Context: an optimization exercise on an open-source flow, tuned for small area, a short achievable clock period and few clock cycles per item. The choices shown serve that exercise and are no tape-out recipe.
In this exercise RTL edits were held to simulation tests only and were not proved equivalent to the original.

## job 101
==> flow/design.v (excerpt) <==
module gcd #(parameter int CAP = 4)
	(	input [31:0] a_in,           
		input [31:0] b_in,           
		input start,                 
		input reset_n,               
		input clk,                   
		output logic [31:0] result,  
		output logic done);          
	logic	[31:0]	reg_a, reg_b;
	logic			busy;
	logic			zero_a, zero_b;      
	logic			plus_one;            
	logic			b_even;              
	logic			finish;              
	logic	[4:0]	k;                   
	logic	[31:0]	op_a, op_b, x, gen, prop, carry, diff, shifted, next_a;
	logic			c_out, sign, equal, more_twos, k_zero, shl, step;
	logic	[CAP:1]	sel;
	logic	[4:0]	k_in;
	assign op_a		= zero_a ? 32'd0 : reg_a;
	assign op_b		= zero_b ? {32{plus_one}} : reg_b;
	assign x		= op_a ^ op_b;
	assign gen		= op_a & ~op_b;
	assign prop		= ~x;
	logic	[31:0]	pg0, pg1, pg2, pg3, pg4, pg5;    
	logic	[31:0]	pp0, pp1, pp2, pp3, pp4, pp5;    
	assign pg0 = gen;
	assign pp0 = prop;
	prefix_level #(0) u_l0 (pg0, pp0, pg1, pp1);
	prefix_level #(1) u_l1 (pg1, pp1, pg2, pp2);
	prefix_level #(2) u_l2 (pg2, pp2, pg3, pp3);
	prefix_level #(3) u_l3 (pg3, pp3, pg4, pp4);
	prefix_level #(4) u_l4 (pg4, pp4, pg5, pp5);
	assign carry	= {pg5[30:0] | pp5[30:0], 1'b1};
	assign c_out	= pg5[31] | pp5[31];
	assign diff		= prop ^ carry;
	assign sign		= ~(c_out | zero_b);
	logic	[CAP:1]	none;                
	assign none[1] = 1'b1;
	for (genvar j = 1; j <= CAP; j++) begin : g_sel
		if (j < CAP) begin : g_mid
			assign sel[j]		= none[j] & x[j];
			assign none[j+1]	= none[j] & ~x[j];
		end else begin : g_last
			assign sel[j]		= none[j];
		end
	end
	assign more_twos = none[CAP] & ~x[CAP];
  ...
Size: ~710 cells after synthesis, about 75 flip-flops, roughly 5800 um2 of cells after synthesis.
export LEC_CHECK = 0
export ABC_AREA = 1
export CAP_MARGIN = 20
export CORE_MARGIN = 2
export CORE_UTILIZATION = 65
export SETUP_SLACK_MARGIN = 0.35
export SLEW_MARGIN = 20
create_clock -name core_clock -period 4.5 [get_ports {clk}]
standard.sh (not shown) runs the stock make flow with config.mk's settings and CLKGATE_MAP_FILE= SYNTH_SCRIPT=/design/flow/synth_recipe.tcl, a recipe that flattens the netlist after the stock synthesis.
==> flow/flow/run.sh <==
#!/bin/bash
# The standard layout with two changes:
#  - synthesis maps the logic with an area-oriented ABC script (abc.script
#    here, in place of ORFS's abc_area.script; ABC_AREA is 1 in config.mk),
#    leaving the sizing for timing to the placement and repair steps;
#  - the port buffers are the smallest buffer (buf_1).
# Each step's full log is under orfs/logs/; make's output goes to make.log.
set -euo pipefail
here=$(pwd)
rm -rf "$here/scripts"
cp -r "$FLOW_HOME/scripts" "$here/scripts"
chmod -R u+w "$here/scripts"
cp "$here/flow/abc.script" "$here/scripts/abc_area.script"
export SCRIPTS_DIR="$here/scripts"
export BUFFER_PORTS_ARGS="-buffer_cell sky130_fd_sc_hd__buf_1"
bash standard.sh finish > make.log 2>&1
==> flow/flow/abc.script <==
strash
&get -n
&st
&dch
&nf -a
&put
topo
stime -c
Testbench counts of job 101, summed over its fixed seeds: cycles 158,140, items 8,000.
The following lists how job 102 was set up differently from job 101:
- changing CORE_UTILIZATION from 65 to 60
- changing SETUP_SLACK_MARGIN from 0.35 to 0.3
[summary]
Job 102 ends up with a length of the first detailed-routing pass in iterations that is 1 lower than in job 101.
Cmp job 101 and job 102 / non-clock inverter total of the final layout / higher: job 101
Compare job 101 and job 102 | initial standard-cell utilization of the core lower: job 102
Job 101 has a lower critical path depth than job 102.
Final core utilization ends up higher on job 101.
From job 101 to job 102 the numbers moved as follows: sequential portion of the cell area climbed 0.52 points, floorplan die area climbed 770 um2, global-route usage dropped 2.1 points, number of I/O port buffers barely changed, maximum fanout encountered on the critical timing path climbed 6.
Measured against each other, job 101 and job 102 differ in buffer count from post-CTS setup fixing, the lower figure coming from job 102.


Another version of the RTL of gcd (not shown whole).
Size: ~1100 cells after synthesis, about 74 flip-flops, about 100 I/O pins.
clock: 4.5 ns
lec_check: 0
abc_area: 1
cap_margin: 20
core_margin: 2
core_utilization: 40
setup_slack_margin: 0.6
slew_margin: 20
run.sh (not shown) runs the stock make flow with config.mk's settings and CLKGATE_MAP_FILE= SYNTH_SCRIPT=/design/flow/synth_recipe.tcl, a recipe that flattens the netlist after the stock synthesis.
Stock flow here: none of the scripts above is used.
Testbench counts at the start, summed over its fixed seeds: cycles 158,140, items 8,000.
Next try:
==> flow/flow/run.sh (new file) <==
#!/bin/bash
# The standard layout, with the port buffers made of the smallest buffer
# (buf_1) instead of the default pick. Each step's full log is under
# orfs/logs/; make's own output goes to make.log here.
set -euo pipefail
export BUFFER_PORTS_ARGS="-buffer_cell sky130_fd_sc_hd__buf_1"
bash standard.sh finish > make.log 2>&1
==> flow/standard.sh (new file) <==
#!/bin/bash
# synth_recipe.tcl (not shown) runs the flow's synth.tcl, then flattens the netlist and writes it again
# the make line also repeats each setting of config.mk as NAME=value (left out here)
make -C /OpenROAD-flow-scripts/flow DESIGN_CONFIG=/design/flow/config.mk WORK_HOME=/design/flow/orfs CLKGATE_MAP_FILE= SYNTH_SCRIPT=/design/flow/synth_recipe.tcl "${@:-finish}"
removed: flow/run.sh
What happened:
- wire length hardly moves
- global-route usage came out higher by 0.23 points
- non-clock buffer count is higher by 2
- sequential share of layout area is higher by 1.5 points
- critical path depth fell by 1


gcd, a different RTL version from the one above (not shown whole).
For scale: ~74 flip-flops, roughly 100 I/O pins.
clock: 4.5 ns
lec_check: 0
abc_area: 1
cap_margin: 20
core_margin: 2
core_utilization: 60
setup_slack_margin: 0.3
slew_margin: 20
standard.sh (not shown) runs the stock make flow with config.mk's settings and CLKGATE_MAP_FILE= SYNTH_SCRIPT=/design/flow/synth_recipe.tcl, a recipe that flattens the netlist after the stock synthesis.
==> flow/flow/run.sh <==
#!/bin/bash
# The standard layout with three changes:
#  - synthesis maps the logic with an area-oriented ABC script (abc.script
#    here, in place of ORFS's abc_area.script; ABC_AREA is 1 in config.mk),
#    leaving the sizing for timing to the placement and repair steps;
#  - the port buffers are the smallest buffer (buf_1);
#  - clock tree synthesis inserts no dummy loads.
# Each step's full log is under orfs/logs/; make's output goes to make.log.
set -euo pipefail
here=$(pwd)
rm -rf "$here/scripts"
cp -r "$FLOW_HOME/scripts" "$here/scripts"
chmod -R u+w "$here/scripts"
cp "$here/flow/abc.script" "$here/scripts/abc_area.script"
export SCRIPTS_DIR="$here/scripts"
export BUFFER_PORTS_ARGS="-buffer_cell sky130_fd_sc_hd__buf_1"
export CTS_ARGS="-sink_clustering_enable -repair_clock_nets -dont_use_dummy_load"
bash standard.sh finish > make.log 2>&1
Scripts as last shown in full above: flow/flow/abc.script
The starting point went through all stages and came out clean.
Testbench counts at the start, summed over its fixed seeds: cycles 158,140, items 8,000.
Rerun with:
==> flow/flow/run.sh (replaced) <==
#!/bin/bash
# The standard layout with two changes:
#  - synthesis maps the logic with an area-oriented ABC script (abc.script
#    here, in place of ORFS's abc_area.script; ABC_AREA is 1 in config.mk),
#    leaving the sizing for timing to the placement and repair steps;
#  - the port buffers are the smallest buffer (buf_1).
# Each step's full log is under orfs/logs/; make's output goes to make.log.
set -euo pipefail
here=$(pwd)
rm -rf "$here/scripts"
cp -r "$FLOW_HOME/scripts" "$here/scripts"
chmod -R u+w "$here/scripts"
cp "$here/flow/abc.script" "$here/scripts/abc_area.script"
export SCRIPTS_DIR="$here/scripts"
export BUFFER_PORTS_ARGS="-buffer_cell sky130_fd_sc_hd__buf_1"
bash standard.sh finish > make.log 2>&1
Outcome: The new run completed without violations; non-clock buffer count stays the same; sequential share of layout area shrinks by 0.30 points; register-to-register slack loses 0.02 ns.

-- separate check: timing with driven ports --
Ports are ideal in the flow. The routed layouts listed here were re-timed in OpenROAD.
Step 1, drivers: a clkbuf_16 drives clk and a buf_2 each remaining input, both assumed.
Step 2 times the ports against the registers' clock, not the clock port: input delays grow and output delays shrink by t, the midpoint of the rising clock arrivals with the driver on.
a / b / c = no drivers / after step 1 / after step 2; a / b = the first two.
| run | shift t [ns] | setup slack, ns | latest minus earliest clock arrival (ns) |
|---|---|---|---|
| job 101 | 0.393 | 0.465 / 0.430 / 0.151 | 0.017 / 0.017 |
| job 102 | 0.400 | 0.455 / 0.418 / 0.161 | 0.010 / 0.010 |
| the first run of note 2 | 0.390 | 0.742 / 0.696 / 0.850 | 0.004 / 0.004 |
| the second run of note 2 | 0.392 | 0.736 / 0.693 / 0.920 | 0.007 / 0.006 |
| the first run of note 3 | 0.374 | 0.394 / 0.361 / 0.248 | 0.026 / 0.027 |
| the second run of note 3 | 0.381 | 0.454 / 0.422 / 0.237 | 0.014 / 0.014 |
After both steps setup and hold are still met in every run listed. For job 101, which loses most, drivers alone change the setup slack by -0.035 ns; drivers and shift together by -0.314 ns.
